This is an optimization exercise on Yosys and OpenROAD, whose aim is small area, a short achievable clock period and few clock cycles, not a production implementation.
At most, simulation tests tie the RTL to the original design; equivalence was not proved.
Only the layout flow was run in runs 1 to 3 and 8; the RTL was not checked for function there.
No run shown here takes its clock network from TritonCTS; it comes from the design's own scripts or RTL.
The clock input has no modelled driver; a real chip could not lean on it and would need a root buffer or a full tree.
Power and IR drop assume default switching activity.

<file path="flow/flow/pre_cts.tcl">
# Clock distribution for this small design: the clock port drives four
# clkbuf_16, one per quadrant of the clock sinks, each placed at the centre
# of its sinks and driving them directly.  TritonCTS builds a deeper tree
# (nine buffers in two levels) for the same sinks; here the CTS step's own
# clock_tree_synthesis call is turned into a no-op that only propagates the
# clock, and the rest of the step (legalisation, timing repair) runs as usual.
proc my_split_clock { } {
  set block [ord::get_db_block]
  set clknet [[$block findBTerm clk] getNet]
  set master [[ord::get_db] findMaster sky130_fd_sc_hd__clkbuf_16]
  set sinks {}
  foreach it [$clknet getITerms] {
    set loc [[$it getInst] getLocation]
    lappend sinks [list [lindex $loc 0] [lindex $loc 1] $it]
  }
  set sinks [lsort -integer -index 0 $sinks]
  set half [expr {([llength $sinks] + 1) / 2}]
  set groups {}
  foreach part [list [lrange $sinks 0 [expr {$half - 1}]] [lrange $sinks $half end]] {
    set part [lsort -integer -index 1 $part]
    set h [expr {([llength $part] + 1) / 2}]
    lappend groups [lrange $part 0 [expr {$h - 1}]] [lrange $part $h end]
  }
  set g 0
  foreach grp $groups {
    if { [llength $grp] == 0 } { continue }
    set buf [odb::dbInst_create $block $master clkbuf_q$g]
    set net [odb::dbNet_create $block clknet_q$g]
    $net setSigType CLOCK
    set sx 0
    set sy 0
    foreach s $grp {
      set it [lindex $s 2]
      incr sx [lindex $s 0]
      incr sy [lindex $s 1]
      $it disconnect
      $it connect $net
    }
    [$buf findITerm A] connect $clknet
    [$buf findITerm X] connect $net
    $buf setLocation [expr {$sx / [llength $grp]}] [expr {$sy / [llength $grp]}]
    $buf setPlacementStatus PLACED
    puts "clock buffer clkbuf_q$g drives [llength $grp] sinks"
    incr g
  }
}

my_split_clock
rename clock_tree_synthesis my_unused_clock_tree_synthesis
proc clock_tree_synthesis { args } {
  set_propagated_clock [all_clocks]
  puts "clock_tree_synthesis skipped: the clock tree was built in PRE_CTS_TCL"
}
</file>
<file path="flow/constraint.sdc">
create_clock -name core_clock -period 14.0 [get_ports {clk}]
set_input_delay 2.8000 -clock core_clock [delete_from_list [all_inputs] [get_ports {clk}]]
set_output_delay 2.8000 -clock core_clock [all_outputs]
set_load 0.01 [all_outputs]
</file>
<file path="flow/standard.sh">
#!/bin/bash
# synth_recipe.tcl (not shown) runs the flow's synth.tcl, then flattens the netlist and writes it again
# the make line also repeats each setting of config.mk as NAME=value (left out here)
make -C /OpenROAD-flow-scripts/flow DESIGN_CONFIG=/design/flow/config.mk WORK_HOME=/design/flow/orfs CLKGATE_MAP_FILE= SYNTH_SCRIPT=/design/flow/synth_recipe.tcl "${@:-finish}"
</file>
<file path="flow/flow/make_args">
SETUP_SLACK_MARGIN=10.5
BUFFER_PORTS_ARGS=-buffer_cell sky130_fd_sc_hd__buf_1
</file>
<file path="flow/design.v">
module AEC(clk, rst, ascii_in, ready, valid, result);
input clk;
input rst;
input ready;
input [7:0] ascii_in;
output valid;
output [6:0] result;
reg valid_r;            
reg k_dig, k_pm, k_mul, k_lp, k_rp;    
reg [3:0] xv;           
wire active = k_dig | k_pm | k_mul | k_lp | k_rp;
wire inexpr = ready | active;
wire [7:0] a = ascii_in;
wire is_eq  = a[4] & a[3] & a[2];              
wire is_dig = a[6] | (a[4] & ~(a[3] & a[2]));  
wire is_op  = ~a[6] & ~a[4];                   
wire [2:0] a_inc = a[2:0] + 3'd1;
always @(posedge clk) begin
	if (rst) begin
		valid_r <= 1'b0;
		k_dig   <= 1'b0;
		k_pm    <= 1'b0;
		k_mul   <= 1'b0;
		k_lp    <= 1'b0;
		k_rp    <= 1'b0;
	end else begin
		valid_r <= inexpr & is_eq;
		k_dig   <= inexpr & is_dig;
		k_pm    <= inexpr & is_op & a[0] & (a[1] | a[2]);  
		k_mul   <= inexpr & is_op & ~a[0] & a[1];           
		k_lp    <= inexpr & is_op & ~a[0] & ~a[1];          
		k_rp    <= inexpr & is_op & a[0] & ~a[2] & ~a[1];   
	end
	xv <= a[6] ? {1'b1, a_inc} :
	      is_op ? {a[2], 3'b000} :
	      a[3:0];
end
reg [6:0] A, B, K;
reg [13:0] E0;            
reg [6:0] E1;             
reg v0, v1;               
reg [6:0] T;              
reg tm;                   
reg [5:0] F;              
reg po;                   
wire pop = k_rp & F[0] & ~tm;      
wire tclose = k_rp & F[0] & tm;    
wire push = k_lp & po & ~v1;       
wire topen = k_lp & po & v1;       
wire [6:0] S_o = {7{pop}} & E0[13:7];
wire [6:0] r0 = {7{xv[0]}} & B;
wire [6:0] r1 = {7{xv[1]}} & {B[5:0], 1'b0};
wire [6:0] r2 = {7{xv[2]}} & {B[4:0], 2'b0};
wire sub = k_pm & xv[3];
wire cin = k_mul | sub;
wire [6:0] r3 = ({7{xv[3] & ~k_pm}} & {B[3:0], 3'b0}) | S_o | ({7{k_mul}} & ~B) |
                ({7{k_pm}} & (K ^ {7{sub}}));
wire [6:0] s1 = r0 ^ r1 ^ r2;
wire [6:0] c1 = (r0 & r1) | (r0 & r2) | (r1 & r2);
wire [6:0] t1 = {c1[5:0], 1'b0};
wire [6:0] s2 = s1 ^ t1 ^ r3;
wire [6:0] c2 = (s1 & t1) | (s1 & r3) | (t1 & r3);
wire [6:0] t2 = {c2[5:0], cin};
wire [6:0] s3 = s2 ^ t2 ^ A;
wire [6:0] c3 = (s2 & t2) | (s2 & A) | (t2 & A);
wire [6:0] P = s2 + t2;
wire [6:0] Q = s3 + {c3[5:0], 1'b0};
wire a_q = active & ~push & ~k_pm;
wire b_a = k_rp & ~tclose;
wire b_h = k_mul | k_lp | tclose;
wire k_h = k_dig | k_pm | k_mul | (k_rp & ~F[0]);
always @(posedge clk) begin
	A <= ({7{a_q}} & Q) | ({7{k_pm}} & A);
	B <= ({7{k_dig | k_pm}} & P) | ({7{b_a}} & A) | ({7{b_h}} & B) | {6'd0, ~active};
	K <= ({7{k_lp}} & B) | ({7{tclose}} & T) | ({7{pop}} & E0[6:0]) |
	     ({7{k_h}} & K) | {6'd0, ~active};
	po <= k_mul | k_pm;
	F <= ({6{active & ~k_lp & ~k_rp}} & F) | ({6{k_lp}} & {F[4:0], po}) |
	     ({6{k_rp}} & {1'b0, F[5:1]});
	v0 <= (active & ~push & ~pop & v0) | push | (pop & v1);
	v1 <= (active & ~push & ~pop & v1) | (push & v0);
	tm <= (active & ~tclose & tm) | topen;
	E0 <= ({14{push}} & {A, K}) | ({14{pop}} & {E1, 7'd1}) | ({14{~push & ~pop}} & E0);
	E1 <= ({7{push}} & E0[13:7]) | ({7{~push}} & E1);
	T  <= ({7{topen}} & K) | ({7{~topen}} & T);
end
assign valid  = valid_r;
assign result = A;
endmodule
</file>
<file path="flow/flow/run.sh">
#!/bin/bash
# Runs the standard ORFS layout (standard.sh) with the extra make
# settings listed one per line in flow/make_args, and flow/pre_cts.tcl as
# the CTS step's PRE_CTS_TCL hook (it builds the clock tree itself).
# make's output goes to standard_flow.log; each ORFS step also writes its
# own log under orfs/logs/.
set -euo pipefail
mapfile -t extra < flow/make_args
bash standard.sh "${extra[@]}" "PRE_CTS_TCL=$PWD/flow/pre_cts.tcl" finish > standard_flow.log 2>&1
</file>
<file path="flow/config.mk">
export PLATFORM = sky130hd
export DESIGN_NAME = AEC
export DESIGN_NICKNAME = AEC
export VERILOG_FILES = /design/flow/design.v
export SDC_FILE = /design/flow/constraint.sdc
export NUM_CORES = 4
export LEC_CHECK = 0
export CAP_MARGIN = 20
export CORE_MARGIN = 2
export CORE_UTILIZATION = 50
export SLEW_MARGIN = 20
</file>
==> results of run 1 <==
layout by cell type, fill, tap and decap left out, drive strengths merged, types with 2 or more instances in the layout:
| cell type | instances |
|---|---|
| dfxtp | 55 |
| nand2 | 48 |
| inv | 27 |
| buf | 26 |
| o21ai | 22 |
| nor2 | 17 |
| fa | 16 |
| ha | 15 |
| a22oi | 14 |
| edfxtp | 14 |
| xor2 | 13 |
| and2 | 11 |
| a22o | 10 |
| a221o | 10 |
| a21oi | 9 |
| mux2i | 8 |
| xnor2 | 8 |
| clkbuf | 8 |
| nor2b | 6 |
| nor3 | 5 |
| a222oi | 5 |
| a21o | 4 |
| o21bai | 4 |
| a221oi | 2 |
tightest hold or removal path, delay by kind of cell (launching register included):
family        cells  cell delay [ps]
flops             1              310
simple gates      2               90
worst paths after layout:
| kind | end | slack (ps) | depth (start not counted) |
|---|---|---|---|
| max | result[0] | 10530 | 1 |
| min | v1 | 450 | 2 |
| min reg2reg | v1 | 450 | 2 |
| max reg2reg | A[6] | 10570 | 12 |
repair_timing:
action,4_1_cts,5_1_grt
buffers inserted,4,9
resized for setup,30,9
pin swaps,1,5
cloned,0,0
setup endpoints to repair,12,12
synth_stat cells (2+ instances only):
master and n:
a21o_1 4, a21oi_1 9, a221o_1 10, a221oi_1 2
a222oi_1 5, a22o_1 10, a22oi_1 14, and2_1 10
buf_1 2, buf_2 4, clkbuf_1 7, dfxtp_1 55
edfxtp_1 14, fa_1 16, ha_1 15, inv_1 25
inv_2 2, mux2i_1 8, nand2_1 45, nand2_2 3
nor2_1 17, nor2b_1 6, nor3_1 5, o21ai_0 5
o21ai_1 17, o21bai_1 4, xnor2_1 7, xor2_1 13
cell type report:
cell class / instances / area (um^2)
timing repair buffer: 30 / 176.4
tap: 96 / 120.1
sequential: 69 / 1563
multi-input combinational: 242 / 1892
inverter: 27 / 101.3
buffer: 4 / 100.1
fill: 642 / 2879
stage by stage:
stage	setup slack (ps)	power (mW)	hold slack (ps)	area, um^2
floorplan	10530	0.2900	415.4	3546
global placement	9906	0.3135	426.9	3682
detailed placement	9811	0.3153	438.1	3682
CTS	10480	0.4189	449.1	3869
global route	10420	0.4481	473.4	3953
finish	10530	0.4247	446.1	3953
cells by family (layout without fill, tap and decap cells):
group	after synthesis	after routing
and+or+nand+nor	95	95
xor gates and xnor gates	22	22
muxes	9	9
buffers and inverters	40	61
DFF	69	69
adders and majority gates	31	31
AOI/OAI and AO/OA	85	85
metal layers:
layer / global-route usage, % / up-vias / share of wire (%)
li1: - / 1270 / -
met1: 27.77 / 1254 / 47
met4: 3.168 / 0 / 1.8
met2: 35.41 / 40 / 47
met3: 1.679 / 12 / 3.8
met5: 0 / - / 0
power breakdown:
part | switching, mW | internal, mW | total (mW) | leakage [nW]
Combinational | 0.0520 | 0.0445 | 0.0965 | 1.03
Sequential | 0.0131 | 0.213 | 0.226 | 0.571
Clock | 0.0504 | 0.0516 | 0.102 | 0.0493
==> flow_summary.ini, run 1 <==
[global_routing]
grt_use_total_pct = 20.13
grt_pass1_vias = 2500
grt_first_pass_wirelength_mm = 12.43
antenna_found_initial = 0
grt_max_degree = 23
overflow = 0

[sta]
rsz0062_at_grt = yes
fin_tns_setup_ps = 0
finalSetupViolCount = 0
finalClockSkew_ps = 9.109
fmax_mhz = 288.2
min_period_ps = 3470
fin_crit_sh_pct = 24.79
worstMarginPinSlew_ps = 1041
slew_violations = 0
slew_headroom_pct = 30.31
hold_viol = 0

[route]
antenna_left = 0
dr.pass1.iters = 4
drc = 0
drt-wirelength-per-cell_um = 16.12
finalWirelength_mm = 7.543
dr.first_iter.drc_count = 128
vias = 2576
vias_per_cell = 5.504

[logic_synthesis]
synth_seq_cells = 69
synth_edf_count = 14
postSynthCellCount = 351
ys_top_cells_by_area = dfxtp_1 31%, edfxtp_1 12%, fa_1 9.0%
synth_top_cell_by_area = dfxtp_1
synth_area_per_cell_um2 = 10.10
synth-adder-area-share_pct = 14.33
synthesis.nets = 393
synthXorXnorAreaFrac_pct = 6.034
seq_area_frac_synth_pct = 42.91
synth_top_area_share_pct = 31.05
synth_area_um2 = 3546
synth_compound_area_share_pct = 17.47
ys_async_sr_fraction_pct = 0
ys_types = 45
synthMuxAreaShare_pct = 2.576
synth_top_family_by_area = compound AO/OA/AOI/OAI gates
synth-simple-area-share_pct = 12.31
synth_ff_type = dfxtp_1
yosysWarningCount = 1

[worst_setup_path]
path_cells = buf_2
critPathMaxFanout = 5
worstSetupEndpointType = primary output
slowest_stage = dfxtp_2
cp-startpoint = A[0]
cp.arrival_ps = 670
crit_buf_inv = 1
worstPathRequired_ps = 11200
crit_family = flip-flops
crit_type = register to primary output
worstReg2RegStart = B[2]
cpPeakStageDelay_ps = 380
cp-start-kind = register

[cells_and_area]
final_cell_count_no_fill = 468
drive_gt1_share_pct = 15.32
diodes = 0
final_nets = 416
syn_to_final_growth_pct = 11.47
final_util_pct = 57.86

[run_status]
status = timing/DRC/antenna clean

[die]
pin_count = 19
die_h_um = 88.21
fp-row-count = 30
die_width_um = 88.21
die-area_um2 = 7781
core_area_um2 = 6832
initial_core_util_pct = 51.90

[min_path]
hold_start = v0
min_path_type = register to register

[clocking]
cts_hold_buf = 0
clk_latency_ps = 140
path_clk_slew_ps = 80

[flow_run]
maxCapViolations = 0

[power]
power_density_nw_per_um2 = 107.5
p_leak_nw = 1.650
vdd_ir_drop_max_uv = 70.92

[placement]
placedCellCount = 451
routabilityCongestion = 0.8051
port_buffers = 16
dp_hpwl_mm = 5.334
==> inputs of run 2 (changes only) <==
==> flow/flow/make_args (replaced) <==
SETUP_SLACK_MARGIN=10.4
BUFFER_PORTS_ARGS=-buffer_cell sky130_fd_sc_hd__buf_1
==> run 2 against run 1 <==
  * Still clean on timing, DRC and antenna
  * Synthesized area is the same
  * Clock skew shrank 1.2 ps
  * Sequential power increased by 2%
  * Total power shrank 2.5%
  * Global-route usage shrank 0.26 points
  * Cell area fell by 2.0%
  * Largest cell class unchanged
  * Highest routed layer unchanged
==> flow_summary.ini, run 2 <==
[worst_setup_path]
r2r-end = A[6]
worstPathRequired_ps = 11200
path_cells = buf_1
crit_buf_inv = 1
critPathMaxFanout = 5
worstReg2RegStart = xv[1]
ff2ff_setup_slack_ps = 10510
slowest_stage = dfxtp_2
crit_path_end = result[4]
cp-start-kind = register
cp.depth = 1
cp-startpoint = A[4]
cpPeakStageDelay_ps = 420
reg2reg_depth = 12
crit_type = register to primary output
worstSetupEndpointType = primary output
crit_family = flip-flops
cp.arrival_ps = 740

[logic_synthesis]
yosysWarningCount = 1
synth_area_per_cell_um2 = 10.10
synth_seq_cells = 69
seq_area_frac_synth_pct = 42.91
synthesis.nets = 393
yosysMostFrequentCell = dfxtp_1
postSynthCellCount = 351
synth_top_area_share_pct = 31.05
ys_types = 45
synth_edf_count = 14
ys_async_sr_fraction_pct = 0
synth_ff_type = dfxtp_1
synth_area_um2 = 3546
ys_top_cells_by_count = 55 x dfxtp_1, 45 x nand2_1, 25 x inv_1, 17 x nor2_1, 17 x o21ai_1
ys_top_cells_by_area = dfxtp_1 31%, edfxtp_1 12%, fa_1 9.0%
synth_top_cell_by_area = dfxtp_1

[global_routing]
grt_first_pass_wirelength_mm = 12.30
grt_max_degree = 23
grt_pass1_vias = 2459
antenna_found_initial = 0
overflow = 0
grt_use_total_pct = 19.86

[cells_and_area]
final_nets = 410
final_common_cell = nand2_1
final_area_um2 = 3875
mostFrequentLayoutCells = 45 x nand2_1, 41 x dfxtp_1, 25 x inv_1
diodes = 0
final_util_pct = 56.72
syn_to_final_growth_pct = 9.280
drive_gt1_share_pct = 10.66

[power]
power_density_nw_per_um2 = 106.9
power_uw = 414.1
p_leak_nw = 1.585
vdd_ir_drop_max_uv = 70.56

[die]
core_area_um2 = 6832
fp-row-count = 30
initial_core_util_pct = 51.90
die_width_um = 88.21
pin_count = 19
die-area_um2 = 7781
die_h_um = 88.21

[sta]
fin_crit_sh_pct = 25.28
min_period_ps = 3539
rsz0062_at_grt = yes
finalClockSkew_ps = 7.956
fin_tns_setup_ps = 0
fmax_mhz = 282.6
finalSetupViolCount = 0
hold_viol = 0
worstMarginPinSlew_ps = 1040
slew_violations = 0
setup_slack_ps = 10460
slew_headroom_pct = 30.40

[placement]
dp_slack_ps = 9811
dp_hpwl_mm = 5.334
dpl-instance-area_um2 = 3682
port_buffers = 16
routabilityCongestion = 0.8051

[route]
antenna_left = 0
vias = 2522
drc = 0
vias_per_cell = 5.459
drt-wirelength-per-cell_um = 15.92
dr.pass1.iters = 4
finalWirelength_mm = 7.357
dr.first_iter.drc_count = 126

[run_status]
status = timing/DRC/antenna clean

[min_path]
min_path_type = register to register
whs_path_depth = 2

[flow_run]
maxCapViolations = 0

[clocking]
clk_latency_ps = 140
path_clk_slew_ps = 80
cts_hold_buf = 0
[run 2: power breakdown]
| part | switching (mW) | leakage, nW | total (mW) | internal (mW) |
|---|---|---|---|---|
| logic | 0.0453 | 0.968 | 0.0820 | 0.0366 |
| registers | 0.0184 | 0.568 | 0.230 | 0.212 |
| clock network | 0.0500 | 0.0493 | 0.102 | 0.0516 |
[run 2: logic make-up after synthesis]
family / share of synthesized area [%]
simple gates: 12.32
fa+ha+maj: 14.33
xor+xnor: 6.034
flops: 42.91
buf+inv: 4.376
compound gates: 17.47
mux: 2.576
[run 2: layout make-up]
cell class                      count  area (um^2)
Sequential cell                    69         1544
Multi-Input combinational cell    242         1889
Fill cell                         647         2957
Timing Repair Buffer               24        120.1
Inverter                           27        101.3
Tap cell                           96        120.1
Buffer                              4        100.1
[run 2: routing by layer]
layer | vias up | routed length, um | global-route usage, %
met3 | 10 | 177 | 1.399
met4 | 0 | 131 | 3.030
met5 | - | 0 | 0
li1 | 1257 | - | -
met1 | 1220 | 3535 | 27.56
met2 | 35 | 3512 | 35.00
[run 2: repair_timing]
item	CTS	global route
pin swaps	1	1
setup endpoints to repair	10	3
cloned	0	0
resized for setup	12	9
setup buffers	1	6
hold endpoints to repair	0	0
[run 2: per-stage QoR]
| stage | hold slack [ps] | std cells |
|---|---|---|
| floorplan | 415.4 | 351 |
| global placement | 426.9 | 451 |
| detailed placement | 438.1 | 451 |
| CTS | 449.0 | 456 |
| global route | 473.4 | 462 |
| finish | 449.4 | 462 |
[run 2: worst min-delay path by stage]
stage / from / endpoint
after floorplan: v0 / v1
after global placement: v0 / v1
after detailed placement: v0 / v1
after CTS: E0[11] / register
after global routing: v0 / v1
final: v0 / v1
==> inputs of run 3 (changes only) <==
==> flow/flow/make_args (replaced) <==
SETUP_SLACK_MARGIN=10.6
BUFFER_PORTS_ARGS=-buffer_cell sky130_fd_sc_hd__buf_1
==> run 3 against run 2 <==
  * Total power is 3.8% higher
  * Cell area is 4.7% higher
  * Via count is 2.5% higher
  * Setup slack better by 87 ps
  * Synthesized area stayed put
==> flow_summary.ini, run 3 <==
[run_status]
status = timing/DRC/antenna clean

[sta]
slew_violations = 0
finalClockSkew_ps = 9.628
worst_hold_slack_ps = 438.4
worstMarginPinSlew_ps = 1007
fin_crit_sh_pct = 24.66
setup_slack_ps = 10550
min_period_ps = 3452
hold_viol = 0
slew_headroom_pct = 32.59
fin_tns_setup_ps = 0
finalSetupViolCount = 0
fmax_mhz = 289.7
rsz0062_at_grt = yes

[logic_synthesis]
seq_area_frac_synth_pct = 42.91
yosysWarningCount = 1
ys_async_sr_fraction_pct = 0
synth_seq_cells = 69
synth_top_area_share_pct = 31.05
ys_top_cells_by_area = dfxtp_1 31%, edfxtp_1 12%, fa_1 9.0%
synth_area_per_cell_um2 = 10.10
synth_area_um2 = 3546
synth_edf_count = 14
synthesis.nets = 393
synth_top_cell_by_area = dfxtp_1
synth_ff_type = dfxtp_1
postSynthCellCount = 351
yosysMostFrequentCell = dfxtp_1
ys_types = 45
ys_top_cells_by_count = 55 x dfxtp_1, 45 x nand2_1, 25 x inv_1, 17 x nor2_1, 17 x o21ai_1

[worst_setup_path]
cp-start-kind = register
cp-startpoint = B[0]
worstReg2RegStart = B[0]
worstSetupEndpointType = register
crit_type = register to register
critPathMaxFanout = 7
cp.arrival_ps = 3490
worstPathRequired_ps = 14030

[min_path]
min_path_type = register to register
hold_start = v0

[global_routing]
grt_max_degree = 23
grt_pass1_vias = 2568
antenna_found_initial = 0
grt_first_pass_wirelength_mm = 12.93
grt_use_total_pct = 21.00
overflow = 0

[route]
finalWirelength_mm = 7.650
vias_per_cell = 5.512
dr.first_iter.drc_count = 115
drt-wirelength-per-cell_um = 16.31
dr.pass1.iters = 4
drc = 0
antenna_left = 0
vias = 2585

[cells_and_area]
final_nets = 417
final_common_cell = nand2_1
diodes = 0
drive_gt1_share_pct = 17.43
mostFrequentLayoutCells = 45 x nand2_1, 38 x dfxtp_1, 25 x inv_1
fillers = 626
final_area_um2 = 4056
syn_to_final_growth_pct = 14.40
final_cell_count_no_fill = 469

[placement]
placedCellCount = 452
dpl-instance-area_um2 = 3696
port_buffers = 16
routabilityCongestion = 0.7483
dp_slack_ps = 9834
dp_hpwl_mm = 5.338

[power]
vdd_ir_drop_max_uv = 79.51
power_density_nw_per_um2 = 106.0
p_leak_nw = 1.680

[die]
die_width_um = 88.21
initial_core_util_pct = 51.90
die-area_um2 = 7781
die_h_um = 88.21
fp-row-count = 30
core_area_um2 = 6832
pin_count = 19

[clocking]
path_clk_slew_ps = 80
clk_latency_ps = 140

[flow_run]
maxCapViolations = 0
==> run 3: cell counts after synthesis <==
Identical to the previous run, type by type.
==> run 3: cell families after synthesis <==
family / after synthesis / synth area share (%)
compound gates: 85 / 17.47
mux: 9 / 2.576
buf+inv: 40 / 4.376
xor+xnor: 22 / 6.034
flops: 69 / 42.91
simple gates: 95 / 12.32
fa+ha+maj: 31 / 14.33
==> run 3: what timing repair did <==
action,4_1_cts,5_1_grt
gates resized for setup,46,11
hold buffers,0,0
pin swaps,2,2
endpoints found under the setup margin,17,16
setup buffers,12,1
==> run 3: final timing paths <==
path / to / slack, ps / cells past startpoint
setup / recovery: A[6] / 10550 / 12
hold reg to reg: v1 / 440 / 2
setup reg to reg: A[6] / 10550 / 12
hold / removal: v1 / 440 / 2
==> run 3: per-layer routing <==
| layer | track usage, % | vias up | wire, um |
|---|---|---|---|
| met2 | 37.25 | 62 | 3744 |
| met1 | 29.13 | 1243 | 3513 |
| met4 | 2.755 | 0 | 107 |
| li1 | - | 1272 | - |
| met5 | 0 | - | 0 |
| met3 | 1.493 | 8 | 285 |
==> run 3: through the flow <==
stage / total power [mW] / util [%]
detailed placement: 0.3144 / 54.10
CTS: 0.4319 / 58.74
floorplan: 0.2904 / -
finish: 0.4298 / 59.38
global route: 0.4546 / 59.38
global placement: 0.3114 / 54.10
==> run 3: layout make-up <==
cell class,count,area (um^2),area share (%)
buffer,4,100.1,2.468
sequential,69,1565,38.59
timing repair buffer,31,245.2,6.046
inverter,27,101.3,2.498
tap,96,120.1,2.961
multi-input combinational,242,1924,47.44
==> run 3: worst max-delay path: stages, from the launching register on <==
cell,delay (ps)
dfxtp_2,360
and2_1,180
fa_1,550
fa_1,450
fa_1,480
ha_1,310
a21o_1,170
a21oi_2,170
o21bai_1,100
a21oi_2,150
xnor2_1,160
o21bai_1,90
a22o_1,170
==> run 3: where the power goes <==
part	internal, mW	total [mW]	switching (mW)
registers	0.213	0.225	0.0119
logic	0.0491	0.103	0.0544
clock network	0.0516	0.101	0.0498
total	0.314	0.430	0.116
==> inputs of run 4 (changes only) <==
--- a/flow/design.v
+++ b/flow/design.v
@@ -38,11 +38,12 @@
 reg [6:0] A, B, K;
 reg [13:0] E0;            
 reg [6:0] E1;             
-reg v0, v1;               
+reg v1;                   
 reg [6:0] T;              
 reg tm;                   
 reg [5:0] F;              
 reg po;                   
+wire v0 = |F;
 wire pop = k_rp & F[0] & ~tm;      
 wire tclose = k_rp & F[0] & tm;    
 wire push = k_lp & po & ~v1;       
@@ -77,7 +78,6 @@
 	po <= k_mul | k_pm;
 	F <= ({6{active & ~k_lp & ~k_rp}} & F) | ({6{k_lp}} & {F[4:0], po}) |
 	     ({6{k_rp}} & {1'b0, F[5:1]});
-	v0 <= (active & ~push & ~pop & v0) | push | (pop & v1);
 	v1 <= (active & ~push & ~pop & v1) | (push & v0);
 	tm <= (active & ~tclose & tm) | topen;
 	E0 <= ({14{push}} & {A, K}) | ({14{pop}} & {E1, 7'd1}) | ({14{~push & ~pop}} & E0);
==> flow/flow/make_args (replaced) <==
SETUP_SLACK_MARGIN=10.4
BUFFER_PORTS_ARGS=-buffer_cell sky130_fd_sc_hd__buf_1
==> run 4 against run 3 <==
  * Via count shrank 1.7%
  * Register-to-register slack is essentially flat
  * Total power shrank 4.2%
  * Cell count shrank 2.3%
  * Clock skew is essentially flat
  * Synthesized area shrank 0.28%
  * Sequential share of layout area grew 0.76 points
  * Die area shrank 0.26%
  * Core utilization shrank 2.5 points
  * Highest routed layer unchanged
==> flow_summary.ini, run 4 <==
[run_status]
status = timing/DRC/antenna clean

[logic_synthesis]
synth-adder-area-share_pct = 14.37
ys_async_sr_fraction_pct = 0
synthMuxAreaShare_pct = 2.583
synth_ff_type = dfxtp_1
yosysWarningCount = 1
synth_top_area_share_pct = 30.57
yosysMostFrequentCell = dfxtp_1
synth_compound_area_share_pct = 17.91
synthesis.nets = 392
synth_edf_count = 14
postSynthCellCount = 350
seq_area_frac_synth_pct = 42.46
ys_types = 47
ys_top_cells_by_area = dfxtp_1 31%, edfxtp_1 12%, fa_1 9.1%
synth_area_per_cell_um2 = 10.10
synth_seq_cells = 68
synth_area_um2 = 3536
synth-simple-area-share_pct = 11.92
synth_top_family_by_area = compound AO/OA/AOI/OAI gates
ys_top_cells_by_count = 54 x dfxtp_1, 41 x nand2_1, 26 x inv_1, 16 x fa_1, 16 x nor2_1
synth_top_cell_by_area = dfxtp_1
synthXorXnorAreaFrac_pct = 6.051

[min_path]
whs_path_depth = 2
min_path_type = register to register
min_to = E0[10]

[die]
die_width_um = 88.10
fp-row-count = 30
die_h_um = 88.10
core_area_um2 = 6832
die-area_um2 = 7761
pin_count = 19
initial_core_util_pct = 51.76

[worst_setup_path]
worstReg2RegStart = B[0]
slowest_stage = dfxtp_2
r2r-end = A[6]
worstSetupEndpointType = primary output
path_cells = buf_1
crit_family = flip-flops
crit_buf_inv = 1
reg2reg_depth = 12
cp.arrival_ps = 730
ff2ff_setup_slack_ps = 10560
cp-start-kind = register
critPathMaxFanout = 5
crit_type = register to primary output
worstPathRequired_ps = 11200
cpPeakStageDelay_ps = 410

[cells_and_area]
mostFrequentLayoutCells = 41 x nand2_1, 37 x dfxtp_1, 26 x inv_1
final_common_cell = nand2_1
drive_gt1_share_pct = 12.15
final_cell_count_no_fill = 458
diodes = 0
final_util_pct = 56.83
final_nets = 406
syn_to_final_growth_pct = 9.802
final_area_um2 = 3882

[sta]
hold_viol = 0
finalSetupViolCount = 0
fmax_mhz = 283.0
slew_headroom_pct = 31.55
fin_crit_sh_pct = 25.24
finalClockSkew_ps = 9.266
min_period_ps = 3534
worstMarginPinSlew_ps = 1023
fin_tns_setup_ps = 0
rsz0062_at_grt = yes
slew_violations = 0

[route]
vias_per_cell = 5.546
dr.pass1.iters = 5
vias = 2540
drc = 0
finalWirelength_mm = 7.446
drt-wirelength-per-cell_um = 16.26
dr.first_iter.drc_count = 117
antenna_left = 0

[power]
power_uw = 412.0
p_comb_share_pct = 20.0
power_density_nw_per_um2 = 106.1
p_switching_uw = 113.5
p_leak_nw = 1.585
pwr-share-seq_pct = 54.9
p_int_uw = 298.4
vdd_ir_drop_max_uv = 86.09
p_sw_share_pct = 27.56
power.share.clock_pct = 25.0

[global_routing]
overflow = 0
grt_max_degree = 25
grt_pass1_vias = 2541
grt_first_pass_wirelength_mm = 12.58
grt_use_total_pct = 20.15
antenna_found_initial = 0

[flow_run]
maxCapViolations = 0

[placement]
placedCellCount = 449
dp_hpwl_mm = 5.341
port_buffers = 16
routabilityCongestion = 0.7656
dpl-instance-area_um2 = 3669

[clocking]
clk_latency_ps = 150
path_clk_slew_ps = 80
cts_hold_buf = 0
## run 4: cell types whose count changed in the layout (fill, tap and decap cells not counted), moves of 2 or more
cell	delta
o21ai_0	+9
dfxtp_4	-7
buf_4	-8
nand2_1	-4
dfxtp_2	+7
buf_1	+13
o21ai_1	-9
buf_6	-7
buf_2	-4
clkbuf_2	-2
## run 4: per-stage QoR
step / worst slack (ps) / hold slack [ps]
2_1_floorplan: 10510 / 430.0
3_3_place_gp: 9859 / 438.2
3_5_place_dp: 9816 / 451.3
4_1_cts: 10400 / 469.0
5_1_grt: 10390 / 483.2
6_report: 10470 / 464.6
## run 4: routing by layer
| layer | GRT usage (%) | wire length [um] |
|---|---|---|
| met5 | 0 | 0 |
| met4 | 2.066 | 81 |
| met3 | 1.037 | 156 |
| met2 | 35.47 | 3630 |
| met1 | 28.65 | 3578 |
## run 4: kinds of logic after synthesis
group                    count (synthesis)
AND/OR/NAND/NOR                         91
adder cells (fa/ha/maj)                 31
multiplexers                             9
AO/OA/AOI/OAI                           87
flip-flops                              68
XOR/XNOR                                22
buffers and inverters                   42
## run 4: layout make-up
| class | instances | area [um^2] |
|---|---|---|
| buffer | 4 | 100.1 |
| fill | 633 | 2949 |
| inverter | 27 | 101.3 |
| multi-input combinational | 240 | 1908 |
| sequential | 68 | 1528 |
| tap | 96 | 120.1 |
| timing repair buffer | 23 | 125.1 |
## run 4: worst max-delay path by stage
stage | start | endpoint | slack [ps] | depth (start not counted)
finish | A[4] | result[4] | 10470 | 1
global route | k_rp | A[6] | 10390 | 13
floorplan | k_rp | A[6] | 10510 | 15
detailed placement | tm | A[6] | 9820 | 13
CTS | A[1] | result[1] | 10400 | 1
global placement | tm | A[6] | 9860 | 13
## run 4: power by group through the flow
stage          combinational (mW)  sequential (mW)  clock, mW
3_3_place_gp               0.0781            0.230          0
5_1_grt                    0.0959            0.229      0.110
3_5_place_dp               0.0805            0.230          0
4_1_cts                    0.0819            0.226      0.104
6_report                   0.0826            0.226      0.103
2_1_floorplan              0.0626            0.224          0
## run 4: what timing repair did
action	CTS	global route
setup buffers	1	4
pin swaps	0	2
endpoints found under the setup margin	6	6
endpoints found under the hold margin	0	0
resized for setup	11	20
Testbench counts of run 4, summed over its fixed seeds: cycles 27,544.
==> inputs of run 5 (changes only) <==
==> flow/flow/make_args (replaced) <==
SETUP_SLACK_MARGIN=10.5
BUFFER_PORTS_ARGS=-buffer_cell sky130_fd_sc_hd__buf_1
==> run 5 against run 4 <==
  * Wire length up 0.32%
  * Register-to-register slack better by 20 ps
  * Die area unchanged
  * Core utilization up 0.82 points
  * Critical path type unchanged
  * Setup slack better by 57 ps
==> flow_summary.ini, run 5 <==
[run_status]
status = timing/DRC/antenna clean

[die]
pin_count = 19
fp-row-count = 30
die_h_um = 88.10
initial_core_util_pct = 51.76
core_area_um2 = 6832
die-area_um2 = 7761
die_width_um = 88.10

[sta]
fin_crit_sh_pct = 24.83
worstMarginPinSlew_ps = 1024
rsz0062_at_grt = yes
finalSetupViolCount = 0
fin_tns_setup_ps = 0
slew_headroom_pct = 31.45
min_period_ps = 3477
setup_slack_ps = 10520
finalClockSkew_ps = 8.122
hold_viol = 0
slew_violations = 0
fmax_mhz = 287.6

[cells_and_area]
diodes = 0
mostFrequentLayoutCells = 41 x nand2_1, 37 x dfxtp_1, 26 x inv_1
fillers = 622
final_common_cell = nand2_1
final_nets = 407
multi_input_comb_area_um2 = 1932
final_cell_count_no_fill = 459
ff_latch_area_um2 = 1543
syn_to_final_growth_pct = 11.39
drive_gt1_share_pct = 15.43

[route]
antenna_left = 0
drt-wirelength-per-cell_um = 16.27
vias = 2573
drc = 0
dr.first_iter.drc_count = 124
finalWirelength_mm = 7.470
vias_per_cell = 5.606
dr.pass1.iters = 4

[placement]
placedCellCount = 449
dp_hpwl_mm = 5.341
routabilityCongestion = 0.7656
port_buffers = 16
dp_slack_ps = 9816

[logic_synthesis]
synth_seq_cells = 68
yosysWarningCount = 1
ys_types = 47
synth_edf_count = 14
ys_top_cells_by_count = 54 x dfxtp_1, 41 x nand2_1, 26 x inv_1, 16 x fa_1, 16 x nor2_1
synth_top_cell_by_area = dfxtp_1
synth_area_um2 = 3536
synth_area_per_cell_um2 = 10.10
synth_top_area_share_pct = 30.57
ys_async_sr_fraction_pct = 0
ys_top_cells_by_area = dfxtp_1 31%, edfxtp_1 12%, fa_1 9.1%
yosysMostFrequentCell = dfxtp_1
seq_area_frac_synth_pct = 42.46
synthesis.nets = 392
synth_ff_type = dfxtp_1
postSynthCellCount = 350

[worst_setup_path]
worstSetupEndpointType = primary output
cp.arrival_ps = 680
slowest_stage = dfxtp_4
worstReg2RegStart = B[0]
crit_family = flip-flops
path_cells = buf_2
crit_type = register to primary output
cp-start-kind = register
crit_buf_inv = 1
worstPathRequired_ps = 11200
cpPeakStageDelay_ps = 390
cp-startpoint = A[4]
critPathMaxFanout = 5

[global_routing]
grt_max_degree = 25
busiest_layer = met2
antenna_found_initial = 0
use_met2_pct = 35.47
grt_use_total_pct = 20.15
use_met3_pct = 1.037
globalRouteMet1Util_pct = 28.67
grt_pass1_vias = 2540
overflow = 0
grt_first_pass_wirelength_mm = 12.58

[clocking]
clk_latency_ps = 140
path_clk_slew_ps = 80

[power]
vdd_ir_drop_max_uv = 86.05
power_density_nw_per_um2 = 106.0
p_leak_nw = 1.623

[min_path]
min_path_type = register to register

[flow_run]
maxCapViolations = 0
-- run 5: cells by family after synthesis --
family | after synthesis | synth area share, %
AOI/OAI and AO/OA | 87 | 17.91
adders and majority gates | 31 | 14.37
buffers and inverters | 42 | 4.706
and+or+nand+nor | 91 | 11.93
muxes | 9 | 2.583
DFF | 68 | 42.46
xor gates and xnor gates | 22 | 6.051
-- run 5: worst paths after layout --
kind	slack, ps	cells after the start	to
worst max-delay path	10520	1	result[4]
worst min-delay path	460	2	E0[10]
worst max register to register	10580	12	A[6]
worst min register to register	460	2	E0[10]
-- run 5: worst reg2reg max path, delay by kind of cell (launching register included) --
family | cells | cell delay, ps
flip-flops | 1 | 370
AO/OA/AOI/OAI | 6 | 860
XOR/XNOR | 1 | 160
AND/OR/NAND/NOR | 1 | 180
adder cells (fa/ha/maj) | 4 | 1750
-- run 5: per-stage QoR --
stage / instance area, um^2 / hold slack, ps / power (mW) / util (%)
after floorplan: 3536 / 430.0 / 0.2871 / -
after CTS: 3822 / 469.0 / 0.4138 / 55.95
after global placement: 3669 / 438.2 / 0.3079 / 53.70
after detailed placement: 3669 / 451.3 / 0.3104 / 53.70
final: 3939 / 462.9 / 0.4175 / 57.66
after global routing: 3939 / 483.3 / 0.4408 / 57.66
-- run 5: cell type report --
cell class	instances	area share (%)
buffer	4	2.541
inverter	27	2.573
multi-input combinational	240	49.05
sequential	68	39.17
tap	96	3.050
timing repair buffer	24	3.621
-- run 5: power breakdown --
| part | internal, mW | switching (mW) | leakage [nW] |
|---|---|---|---|
| clock | 0.0516 | 0.0503 | 0.0493 |
| sequential | 0.210 | 0.0154 | 0.563 |
| combinational | 0.0420 | 0.0481 | 1.01 |
| total | 0.304 | 0.114 | 1.62 |
-- run 5: layer usage --
layer / up-vias / routed length [um]
li1: 1258 / -
met1: 1268 / 3534
met2: 41 / 3666
met3: 6 / 187
met4: 0 / 80
met5: - / 0
-- run 5: what timing repair did --
item	4_1_cts	5_1_grt
hold buffers	0	0
setup endpoints to repair	11	11
gates resized for setup	26	22
setup buffers	1	5
pin swaps	0	3
==> inputs of run 6 (changes only) <==
--- a/flow/config.mk
+++ b/flow/config.mk
@@ -7,5 +7,5 @@
 export LEC_CHECK = 0
 export CAP_MARGIN = 20
 export CORE_MARGIN = 2
-export CORE_UTILIZATION = 50
+export CORE_UTILIZATION = 45
 export SLEW_MARGIN = 20
==> run 6 against run 5 <==
  * Global-route usage decreased by 2.4 points
  * Sequential share of layout area increased by 0.21 points
  * Synthesized cell count unchanged
  * First-iteration DRC count increased by 35%
  * Sequential power about the same
  * Synthesized area unchanged
  * Clock skew decreased by 1.1 ps
  * Setup slack got worse by 30 ps
  * Core utilization decreased by 7.2 points
  * Critical endpoint is now result[2]
  * Clock power about the same
  * Cell count increased by 1.3%
==> flow_summary.ini, run 6 <==
[flow_run]
maxCapViolations = 0

[cells_and_area]
syn_to_final_growth_pct = 9.731
final_common_cell = nand2_1
final_nets = 407
drive_gt1_share_pct = 12.95
final_util_pct = 50.47
mostFrequentLayoutCells = 41 x nand2_1, 39 x dfxtp_1, 26 x inv_1
ff_latch_area_um2 = 1528
diodes = 0
fillers = 738
multi_input_comb_area_um2 = 1898

[route]
drc = 0
vias = 2534
dr.first_iter.drc_count = 167
drt-wirelength-per-cell_um = 16.24
finalWirelength_mm = 7.553
antenna_left = 0
vias_per_cell = 5.449
dr.pass1.iters = 4

[global_routing]
antenna_found_initial = 0
grt_first_pass_wirelength_mm = 12.47
grt_pass1_vias = 2452
overflow = 0
grt_use_total_pct = 17.76
grt_max_degree = 25

[clocking]
clk_latency_ps = 140
cts_hold_buf = 0
path_clk_slew_ps = 70

[logic_synthesis]
synth_area_um2 = 3536
synth_edf_count = 14
seq_area_frac_synth_pct = 42.46
yosysMostFrequentCell = dfxtp_1
synth_area_per_cell_um2 = 10.10
synthesis.nets = 392
ys_top_cells_by_count = 54 x dfxtp_1, 41 x nand2_1, 26 x inv_1, 16 x fa_1, 16 x nor2_1
synth_ff_type = dfxtp_1
synth_top_cell_by_area = dfxtp_1
synth_seq_cells = 68
ys_types = 47
synth_top_area_share_pct = 30.57
yosysWarningCount = 1
postSynthCellCount = 350
ys_async_sr_fraction_pct = 0
ys_top_cells_by_area = dfxtp_1 31%, edfxtp_1 12%, fa_1 9.1%

[die]
die_width_um = 92.64
die_h_um = 92.64
die-area_um2 = 8582
initial_core_util_pct = 46.00
fp-row-count = 32
pin_count = 19
core_area_um2 = 7687

[worst_setup_path]
crit_family = flip-flops
cp.depth = 1
worstSetupEndpointType = primary output
cp.arrival_ps = 710
critPathMaxFanout = 5
worstPathRequired_ps = 11200
slowest_stage = dfxtp_2
cpPeakStageDelay_ps = 400
ff2ff_setup_slack_ps = 10540
cp-start-kind = register
path_cells = buf_1
r2r-end = A[6]
crit_type = register to primary output
crit_buf_inv = 1
worstReg2RegStart = B[0]
reg2reg_depth = 12

[power]
p_leak_nw = 1.599
vdd_ir_drop_max_uv = 81.67
p_comb_share_pct = 20.9
pwr-share-seq_pct = 54.7
p_sw_share_pct = 26.93
power_density_nw_per_um2 = 106.3
power_uw = 412.3
p_int_uw = 301.3
power.share.clock_pct = 24.4
p_switching_uw = 111.0

[min_path]
min_path_type = register to register
min_to = E0[8]
whs_path_depth = 2

[run_status]
status = timing/DRC/antenna clean

[sta]
min_period_ps = 3507
slew_headroom_pct = 34.63
hold_viol = 0
slew_violations = 0
finalSetupViolCount = 0
worstMarginPinSlew_ps = 976.9
worst_hold_slack_ps = 454.9
finalClockSkew_ps = 7.040
fin_tns_setup_ps = 0
fmax_mhz = 285.2
rsz0062_at_grt = yes
fin_crit_sh_pct = 25.05

[placement]
port_buffers = 16
dp_hpwl_mm = 5.282
routabilityCongestion = 0.8384
==> run 6: cell counts after synthesis <==
No cell type changed its count.
==> run 6: layer usage <==
metal	GRT usage, %	routed length (um)	up-vias
met4	2.328	113	0
met1	25.48	3619	1224
met2	30.29	3581	46
met5	0	0	-
met3	1.465	239	7
li1	-	-	1257
==> run 6: kinds of logic after synthesis <==
logic type / share of synthesized area, %
mux: 2.583
fa+ha+maj: 14.37
simple gates: 11.93
flops: 42.46
compound gates: 17.91
xor+xnor: 6.051
buf+inv: 4.706
==> run 6: how the worst max path moves through the flow <==
| stage | start | to | slack [ps] |
|---|---|---|---|
| after CTS | B[0] | A[6] | 10460 |
| after detailed placement | tm | A[6] | 9860 |
| after floorplan | k_rp | A[6] | 10510 |
| final | A[2] | result[2] | 10490 |
| after global placement | tm | A[6] | 9880 |
| after global routing | k_pm | A[6] | 10370 |
==> run 6: area by class of cell <==
| class | instances | area share (%) |
|---|---|---|
| multi-input combinational | 240 | 48.92 |
| sequential | 68 | 39.37 |
| tap | 102 | 3.289 |
| timing repair buffer | 24 | 3.225 |
| inverter | 27 | 2.612 |
| buffer | 4 | 2.580 |
==> run 6: power by group through the flow <==
| stage | Combinational (mW) | Clock [mW] | Sequential (mW) |
|---|---|---|---|
| finish | 0.0862 | 0.100 | 0.226 |
| global placement | 0.0787 | 0 | 0.229 |
| floorplan | 0.0626 | 0 | 0.224 |
| global route | 0.0984 | 0.109 | 0.228 |
| detailed placement | 0.0807 | 0 | 0.229 |
| CTS | 0.0822 | 0.103 | 0.226 |
==> run 6: timing repair <==
item	in CTS	in global routing
buffers inserted	1	5
endpoints found under the setup margin	12	10
pin swaps	1	6
gates resized for setup	16	14
gates cloned	0	0
==> run 6: metrics by stage <==
step,instances,instance area [um^2],setup WS (ps)
floorplan,350,3536,10510
global placement,455,3676,9878
detailed placement,455,3676,9856
CTS,460,3809,10460
global route,465,3880,10370
finish,465,3880,10490
==> inputs of run 7 (changes only) <==
--- a/flow/flow/pre_cts.tcl
+++ b/flow/flow/pre_cts.tcl
@@ -1,5 +1,5 @@
-# Clock distribution for this small design: the clock port drives four
-# clkbuf_16, one per quadrant of the clock sinks, each placed at the centre
+# Clock distribution for this small design: the clock port drives three
+# clkbuf_16, one per third of the clock sinks, each placed at the centre
 # of its sinks and driving them directly.  TritonCTS builds a deeper tree
 # (nine buffers in two levels) for the same sinks; here the CTS step's own
 # clock_tree_synthesis call is turned into a no-op that only propagates the
@@ -13,13 +13,12 @@
     set loc [[$it getInst] getLocation]
     lappend sinks [list [lindex $loc 0] [lindex $loc 1] $it]
   }
+  # three groups: sinks sorted by x, split in equal thirds
   set sinks [lsort -integer -index 0 $sinks]
-  set half [expr {([llength $sinks] + 1) / 2}]
+  set n [llength $sinks]
   set groups {}
-  foreach part [list [lrange $sinks 0 [expr {$half - 1}]] [lrange $sinks $half end]] {
-    set part [lsort -integer -index 1 $part]
-    set h [expr {([llength $part] + 1) / 2}]
-    lappend groups [lrange $part 0 [expr {$h - 1}]] [lrange $part $h end]
+  for {set k 0} {$k < 3} {incr k} {
+    lappend groups [lrange $sinks [expr {$k * $n / 3}] [expr {($k + 1) * $n / 3 - 1}]]
   }
   set g 0
   foreach grp $groups {
--- a/flow/config.mk
+++ b/flow/config.mk
@@ -7,5 +7,5 @@
 export LEC_CHECK = 0
 export CAP_MARGIN = 20
 export CORE_MARGIN = 2
-export CORE_UTILIZATION = 45
+export CORE_UTILIZATION = 50
 export SLEW_MARGIN = 20
==> run 7 against run 6 <==
  * Worst hold slack better by 14 ps
  * Sequential share of layout area down 0.34 points
  * Cell area up 2.0%
  * Clock skew up 2.9 ps
  * Setup slack better by 48 ps
  * Die area down 9.6%
  * Synthesized cell count unchanged
  * Via count up 1.2%
  * Total power down 1.0%
  * Combinational power up 11%
  * Cell count unchanged
  * Largest cell class unchanged
  * Largest power group unchanged
==> flow_summary.ini, run 7 <==
[run_status]
status = timing/DRC/antenna clean

[sta]
hold_viol = 0
rsz0062_at_grt = yes
worstMarginPinSlew_ps = 1047
min_period_ps = 3459
fmax_mhz = 289.1
finalSetupViolCount = 0
slew_violations = 0
finalClockSkew_ps = 9.960
worst_hold_slack_ps = 468.9
fin_tns_setup_ps = 0
fin_crit_sh_pct = 24.70
slew_headroom_pct = 29.93

[power]
p_sw_share_pct = 27.96
power_density_nw_per_um2 = 103.1
p_switching_uw = 114.1
power.share.clock_pct = 21.9
p_int_uw = 294.0
pwr-share-seq_pct = 54.6
p_comb_share_pct = 23.4
vdd_ir_drop_max_uv = 108.0
p_leak_nw = 1.649

[placement]
placedCellCount = 449
dp_hpwl_mm = 5.341
routabilityCongestion = 0.7656
port_buffers = 16

[flow_run]
maxCapViolations = 0

[die]
initial_core_util_pct = 51.76
core_area_um2 = 6832
die-area_um2 = 7761
pin_count = 19
die_width_um = 88.10
fp-row-count = 30
die_h_um = 88.10

[min_path]
min_to = E0[13]
hold_start = E0[13]
min_path_type = register to register
whs_path_depth = 2

[worst_setup_path]
worstPathRequired_ps = 11200
ff2ff_setup_slack_ps = 10570
worstReg2RegStart = B[0]
crit_buf_inv = 1
cp.arrival_ps = 660
reg2reg_depth = 12
path_cells = buf_2
crit_family = flip-flops
r2r-end = A[6]
crit_type = register to primary output
critPathMaxFanout = 4
cp-startpoint = A[5]
cpPeakStageDelay_ps = 370
cp-start-kind = register
slowest_stage = dfxtp_4
worstSetupEndpointType = primary output

[global_routing]
grt_max_degree = 25
grt_first_pass_wirelength_mm = 12.56
antenna_found_initial = 0
grt_pass1_vias = 2532
overflow = 0
grt_use_total_pct = 20.07

[route]
dr.pass1.iters = 7
drc = 0
drt-wirelength-per-cell_um = 16.03
finalWirelength_mm = 7.453
antenna_left = 0
vias = 2564
vias_per_cell = 5.514
dr.first_iter.drc_count = 160

[logic_synthesis]
synth_edf_count = 14
yosysMostFrequentCell = dfxtp_1
synthesis.nets = 392
synth_area_um2 = 3536
synth_top_area_share_pct = 30.57
ys_top_cells_by_count = 54 x dfxtp_1, 41 x nand2_1, 26 x inv_1, 16 x fa_1, 16 x nor2_1
postSynthCellCount = 350
yosysWarningCount = 1
synth_seq_cells = 68
ys_async_sr_fraction_pct = 0
seq_area_frac_synth_pct = 42.46
synth_ff_type = dfxtp_1
ys_types = 47
synth_top_cell_by_area = dfxtp_1
ys_top_cells_by_area = dfxtp_1 31%, edfxtp_1 12%, fa_1 9.1%
synth_area_per_cell_um2 = 10.10

[cells_and_area]
final_cell_count_no_fill = 465
mostFrequentLayoutCells = 41 x nand2_1, 37 x dfxtp_1, 26 x inv_1
fillers = 624
diodes = 0
final_util_pct = 57.95
final_common_cell = nand2_1
drive_gt1_share_pct = 16.26
syn_to_final_growth_pct = 11.96
final_nets = 413

[clocking]
path_clk_slew_ps = 90
cts_hold_buf = 0
clk_latency_ps = 160
==> run 7: area by class of cell <==
cell class              instances  area, um^2  share of cell area [%]
plain buffers                   3       75.07                   1.896
multi-input cells             240        1916                   48.39
repair buffers                 31       201.4                   5.088
flip-flops and latches         68        1545                   39.03
inverters                      27       101.3                   2.560
well taps                      96       120.1                   3.034
==> run 7: per-layer routing <==
metal,vias to the layer above,share of wire [%],wire length [um],track usage (%)
li1,1269,-,-,-
met5,-,0,0,0
met2,61,49,3676,35.47
met1,1228,46,3406,28.49
met4,0,0.91,68,1.653
met3,6,4.0,300,1.225
==> run 7: power groups by stage <==
stage	clock [mW]	sequential (mW)	combinational, mW
after CTS	0.0922	0.226	0.0864
after global placement	0	0.230	0.0781
final	0.0896	0.223	0.0956
after detailed placement	0	0.230	0.0805
after global routing	0.0965	0.225	0.109
after floorplan	0	0.224	0.0626
==> run 7: kinds of logic (layout without fill, tap and decap cells) <==
| logic type | after synthesis | in the layout | synth area share [%] |
|---|---|---|---|
| multiplexers | 9 | 9 | 2.583 |
| AND/OR/NAND/NOR | 91 | 91 | 11.93 |
| AO/OA/AOI/OAI | 87 | 87 | 17.91 |
| XOR/XNOR | 22 | 22 | 6.051 |
| flip-flops | 68 | 68 | 42.46 |
| adder cells (fa/ha/maj) | 31 | 31 | 14.37 |
| buffers and inverters | 42 | 61 | 4.706 |
==> run 7: stage by stage <==
| step | power (mW) | cell area (um^2) | setup WS, ps |
|---|---|---|---|
| 2_1_floorplan | 0.2871 | 3536 | 10510 |
| 3_3_place_gp | 0.3079 | 3669 | 9859 |
| 3_5_place_dp | 0.3104 | 3669 | 9816 |
| 4_1_cts | 0.4044 | 3819 | 10490 |
| 5_1_grt | 0.4304 | 3959 | 10410 |
| 6_report | 0.4081 | 3959 | 10540 |
==> run 7: how the worst max path moves through the flow <==
stage | end | slack [ps] | depth (start not counted)
floorplan | A[6] | 10510 | 15
global placement | A[6] | 9860 | 13
detailed placement | A[6] | 9820 | 13
CTS | A[6] | 10490 | 12
global route | A[6] | 10410 | 13
finish | result[5] | 10540 | 1
==> run 7: repair_timing <==
action,4_1_cts,5_1_grt
setup buffers,2,11
resized for setup,32,16
pin swaps,0,3
endpoints found under the setup margin,11,12
hold endpoints to repair,0,0
==> inputs of run 8 (changes only) <==
==> flow/design.v (replaced) <==
module AEC(clk, rst, ascii_in, ready, valid, result);
input clk;
input rst;
input ready;
input [7:0] ascii_in;
output valid;
output [6:0] result;
reg valid_r;            
reg k_dig, k_add, k_sub, k_mul, k_lp, k_rp;    
reg [3:0] xv;           
wire active = k_dig | k_add | k_sub | k_mul | k_lp | k_rp;
wire k_pm = k_add | k_sub;
wire inexpr = ready | active;
wire [7:0] a = ascii_in;
wire is_eq  = a[4] & a[3] & a[2];              
wire is_dig = a[6] | (a[4] & ~(a[3] & a[2]));  
wire is_op  = ~a[6] & ~a[4];                   
wire [2:0] a_inc = a[2:0] + 3'd1;
always @(posedge clk) begin
	if (rst) begin
		valid_r <= 1'b0;
		k_dig   <= 1'b0;
		k_add   <= 1'b0;
		k_sub   <= 1'b0;
		k_mul   <= 1'b0;
		k_lp    <= 1'b0;
		k_rp    <= 1'b0;
	end else begin
		valid_r <= inexpr & is_eq;
		k_dig   <= inexpr & is_dig;
		k_add   <= inexpr & is_op & a[0] & a[1];            
		k_sub   <= inexpr & is_op & a[0] & a[2];            
		k_mul   <= inexpr & is_op & ~a[0] & a[1];           
		k_lp    <= inexpr & is_op & ~a[0] & ~a[1];          
		k_rp    <= inexpr & is_op & a[0] & ~a[2] & ~a[1];   
	end
	xv <= a[6] ? {1'b1, a_inc} :
	      is_op ? {4{a[1] & ~a[0]}} :
	      a[3:0];
end
reg [6:0] A, B, K;
reg [13:0] E0;            
reg [6:0] E1;             
reg v0, v1;               
reg [6:0] T;              
reg tm;                   
reg [5:0] F;              
reg po;                   
wire pop = k_rp & F[0] & ~tm;      
wire tclose = k_rp & F[0] & tm;    
wire push = k_lp & po & ~v1;       
wire topen = k_lp & po & v1;       
wire [6:0] S_o = {7{pop}} & E0[13:7];
wire one0 = xv[0];
wire two0 = xv[1] & ~xv[0];
wire neg0 = xv[1];
wire one1 = xv[1] ^ xv[2];
wire two1 = (xv[3] & ~xv[2] & ~xv[1]) | (~xv[3] & xv[2] & xv[1]);
wire neg1 = xv[3];
wire d2   = xv[3] & ~k_mul;
wire [6:0] r0 = (({7{one0}} & B) | ({7{two0}} & {B[5:0], 1'b0})) ^ {7{neg0}};
wire [6:0] r1 = {((({5{one1}} & B[4:0]) | ({5{two1}} & {B[3:0], 1'b0})) ^ {5{neg1}}), 2'b00} |
                S_o | ({7{k_pm}} & (K ^ {7{k_sub}}));
wire [6:0] r2 = {{3{d2}} & B[2:0], 1'b0, neg1, 1'b0, neg0 | k_sub};
wire [6:0] s1 = r0 ^ r1 ^ r2;
wire [6:0] c1 = (r0 & r1) | (r0 & r2) | (r1 & r2);
wire [6:0] t1 = {c1[5:0], 1'b0};
wire [6:0] s2 = s1 ^ t1 ^ A;
wire [6:0] c2 = (s1 & t1) | (s1 & A) | (t1 & A);
wire [6:0] P = s1 + t1;
wire [6:0] Q = s2 + {c2[5:0], 1'b0};
wire a_q = active & ~push & ~k_pm;
wire b_a = k_rp & ~tclose;
wire b_h = k_mul | k_lp | tclose;
wire k_h = k_dig | k_pm | k_mul | (k_rp & ~F[0]);
always @(posedge clk) begin
	A <= ({7{a_q}} & Q) | ({7{k_pm}} & A);
	B <= ({7{k_dig | k_pm}} & P) | ({7{b_a}} & A) | ({7{b_h}} & B) | {6'd0, ~active};
	K <= ({7{k_lp}} & B) | ({7{tclose}} & T) | ({7{pop}} & E0[6:0]) |
	     ({7{k_h}} & K) | {6'd0, ~active};
	po <= k_mul | k_pm;
	F <= ({6{active & ~k_lp & ~k_rp}} & F) | ({6{k_lp}} & {F[4:0], po}) |
	     ({6{k_rp}} & {1'b0, F[5:1]});
	v0 <= (active & ~push & ~pop & v0) | push | (pop & v1);
	v1 <= (active & ~push & ~pop & v1) | (push & v0);
	tm <= (active & ~tclose & tm) | topen;
	E0 <= ({14{push}} & {A, K}) | ({14{pop}} & {E1, 7'd1}) | ({14{~push & ~pop}} & E0);
	E1 <= ({7{push}} & E0[13:7]) | ({7{~push}} & E1);
	T  <= ({7{topen}} & K) | ({7{~topen}} & T);
end
assign valid  = valid_r;
assign result = A;
endmodule
--- a/flow/flow/pre_cts.tcl
+++ b/flow/flow/pre_cts.tcl
@@ -1,5 +1,5 @@
-# Clock distribution for this small design: the clock port drives three
-# clkbuf_16, one per third of the clock sinks, each placed at the centre
+# Clock distribution for this small design: the clock port drives four
+# clkbuf_16, one per quadrant of the clock sinks, each placed at the centre
 # of its sinks and driving them directly.  TritonCTS builds a deeper tree
 # (nine buffers in two levels) for the same sinks; here the CTS step's own
 # clock_tree_synthesis call is turned into a no-op that only propagates the
@@ -13,12 +13,13 @@
     set loc [[$it getInst] getLocation]
     lappend sinks [list [lindex $loc 0] [lindex $loc 1] $it]
   }
-  # three groups: sinks sorted by x, split in equal thirds
   set sinks [lsort -integer -index 0 $sinks]
-  set n [llength $sinks]
+  set half [expr {([llength $sinks] + 1) / 2}]
   set groups {}
-  for {set k 0} {$k < 3} {incr k} {
-    lappend groups [lrange $sinks [expr {$k * $n / 3}] [expr {($k + 1) * $n / 3 - 1}]]
+  foreach part [list [lrange $sinks 0 [expr {$half - 1}]] [lrange $sinks $half end]] {
+    set part [lsort -integer -index 1 $part]
+    set h [expr {([llength $part] + 1) / 2}]
+    lappend groups [lrange $part 0 [expr {$h - 1}]] [lrange $part $h end]
   }
   set g 0
   foreach grp $groups {
==> run 8 against run 7 <==
  * Still clean
  * Worst hold slack worse by 26 ps
  * Clock skew is 6.8 ps higher
  * Wire length is 7.4% higher
  * Register-to-register slack better by 30 ps
  * Clock power is 15% higher
  * Synthesized cell count is 6.0% higher
  * Total power is 54% higher
  * Cell count is 4.7% higher
  * Cell area is 4.3% higher
  * Sequential share of layout area is 0.63 points lower
  * Core utilization is 0.11 points lower
==> flow_summary.ini, run 8 <==
[route]
dr.first_iter.drc_count = 183
dr_wl_met3_um = 255
drc = 0
wl_met2_mm = 3.611
finalWirelength_mm = 8.008
highest_layer = met4
drt-wirelength-per-cell_um = 16.44
vias = 2730
dr.pass1.iters = 4
antenna_left = 0
vias_per_cell = 5.606
met1_length_mm = 4.034

[logic_synthesis]
ys_top_cells_by_count = 56 x dfxtp_1, 43 x nand2_1, 28 x nor2_1, 26 x inv_1, 25 x a21oi_1
yosysWarningCount = 1
synth_area_per_cell_um2 = 9.824
synthesis.nets = 408
postSynthCellCount = 371
synth_top_cell_by_area = dfxtp_1
yosysMostFrequentCell = dfxtp_1
synth_ff_type = dfxtp_1
synth_top_area_share_pct = 30.76
synth_area_um2 = 3645
synth_edf_count = 14
ys_async_sr_fraction_pct = 0
seq_area_frac_synth_pct = 42.29
ys_types = 46
ys_top_cells_by_area = dfxtp_1 31%, edfxtp_1 12%, fa_1 6.0%
synth_seq_cells = 70

[cells_and_area]
mostFrequentLayoutCells = 43 x dfxtp_1, 43 x nand2_1, 23 x nor2_1, 23 x inv_1, 21 x a21oi_1
syn_to_final_growth_pct = 13.25
fillers = 661
drive_gt1_share_pct = 18.81
ff_latch_area_um2 = 1585
final_nets = 427
final_area_um2 = 4128
diodes = 0
final_cell_count_no_fill = 487
multi_input_comb_area_um2 = 2019

[placement]
placedCellCount = 468
routabilityCongestion = 0.8692
dpl-instance-area_um2 = 3749
dp_hpwl_mm = 5.801
dp_slack_ps = 9580
port_buffers = 16

[die]
pin_count = 19
core_area_um2 = 7137
initial_core_util_pct = 51.07
die-area_um2 = 7989
die_width_um = 89.38
die_h_um = 89.38
fp-row-count = 31

[worst_setup_path]
crit_buf_inv = 1
worstPathRequired_ps = 11200
slowest_stage = dfxtp_4
crit_type = register to primary output
critPathMaxFanout = 4
cpPeakStageDelay_ps = 390
cp.arrival_ps = 680
crit_family = flip-flops
cp-start-kind = register
path_cells = buf_2
worstSetupEndpointType = primary output

[power]
power_density_nw_per_um2 = 151.8
p_leak_nw = 1.763
vdd_ir_drop_max_uv = 124.4

[global_routing]
overflow = 0
grt_first_pass_wirelength_mm = 13.15
grt_max_degree = 24
antenna_found_initial = 0
grt_use_total_pct = 20.85
grt_pass1_vias = 2542

[sta]
worst_hold_slack_ps = 442.6
fin_tns_setup_ps = 0
setup_slack_ps = 10520
hold_viol = 0
slew_violations = 0
slew_headroom_pct = 34.44
fin_crit_sh_pct = 24.83
min_period_ps = 3477
finalSetupViolCount = 0
fmax_mhz = 287.6
rsz0062_at_grt = yes
worstMarginPinSlew_ps = 979.8
finalClockSkew_ps = 16.77

[min_path]
min_path_type = register to register

[clocking]
path_clk_slew_ps = 80
cts_hold_buf = 0
clk_latency_ps = 150

[flow_run]
maxCapViolations = 0

[run_status]
status = timing/DRC/antenna clean
run 8: through the flow:
step	total power, mW	utilization (%)
global route	0.6822	57.84
CTS	0.6232	56.78
finish	0.6265	57.84
global placement	0.4883	52.52
floorplan	0.4391	-
detailed placement	0.4917	52.52
run 8: repair_timing:
action / CTS / global route
resized for setup: 51 / 14
setup endpoints to repair: 17 / 14
buffers inserted: 10 / 5
pin swaps: 6 / 8
run 8: metal layers:
| metal | up-vias | GRT usage, % |
|---|---|---|
| met5 | - | 0 |
| met4 | 0 | 2.171 |
| met3 | 8 | 1.754 |
| met2 | 49 | 33.74 |
| met1 | 1303 | 31.61 |
| li1 | 1370 | - |
run 8: final timing paths:
path | cells after the start | slack [ps] | startpoint | to
max | 1 | 10520 | A[6] | result[6]
min | 2 | 440 | v0 | v1
max reg2reg | 12 | 10600 | xv[1] | A[6]
min reg2reg | 2 | 440 | v0 | v1
run 8: area by class of cell:
type	count	share of cell area (%)
Multi-Input combinational cell	256	48.92
Sequential cell	70	38.41
Timing Repair Buffer	32	4.820
Tap cell	99	3.001
Buffer	4	2.425
Inverter	26	2.425
run 8: cell families (layout without fill, tap and decap cells):
kind of cell,after synthesis,in the layout,share of synthesized area (%)
AO/OA/AOI/OAI,100,100,20.32
AND/OR/NAND/NOR,100,100,12.56
flip-flops,70,70,42.29
buffers and inverters,45,62,5.321
adder cells (fa/ha/maj),26,26,11.19
XOR/XNOR,15,15,4.188
multiplexers,15,15,4.119
run 8: power by group:
| part | total, mW | internal, mW | switching, mW | leakage, nW |
|---|---|---|---|---|
| clock | 0.103 | 0.0517 | 0.0514 | 0.0493 |
| sequential | 0.248 | 0.223 | 0.0246 | 0.596 |
| combinational | 0.276 | 0.137 | 0.139 | 1.12 |
| total | 0.627 | 0.412 | 0.215 | 1.76 |

[afterwards: timing with drivers on the ports]
The flow's constraints put no driver on any port. The routed layouts listed below were extracted and timed again, unchanged, in two steps. Step 1 sets driving cells, clkbuf_16 on the clock port and buf_2 on the other inputs (assumed; they add their load-dependent delay and slew). Step 2 moves the port delays by t, midway between the first and last clock arrival at a register: inputs arrive t later, outputs are due t later. That takes back most of the time a late clock gives input paths. a / b / c = ideal / step 1 / step 2; a / b = the first two.
| run | t (ns) | setup WS [ns] | worst data-port slew with drivers (ns) |
|---|---|---|---|
| run 1 | 0.217 | 10.530 / 10.452 / 10.395 | 0.03 |
| run 2 | 0.217 | 10.461 / 10.384 / 10.372 | 0.03 |
| run 3 | 0.217 | 10.548 / 10.507 / 10.440 | 0.03 |
| run 4 | 0.218 | 10.466 / 10.389 / 10.352 | 0.03 |
| run 5 | 0.217 | 10.523 / 10.445 / 10.392 | 0.03 |
| run 6 | 0.214 | 10.493 / 10.418 / 10.403 | 0.03 |
| run 7 | 0.210 | 10.541 / 10.482 / 10.395 | 0.03 |
| run 8 | 0.222 | 10.523 / 10.443 / 10.388 | 0.03 |
After both steps every run listed still meets setup and hold. The setup slack of run 7, which loses most, moves by -0.059 ns with the drivers and by -0.146 ns with both steps.
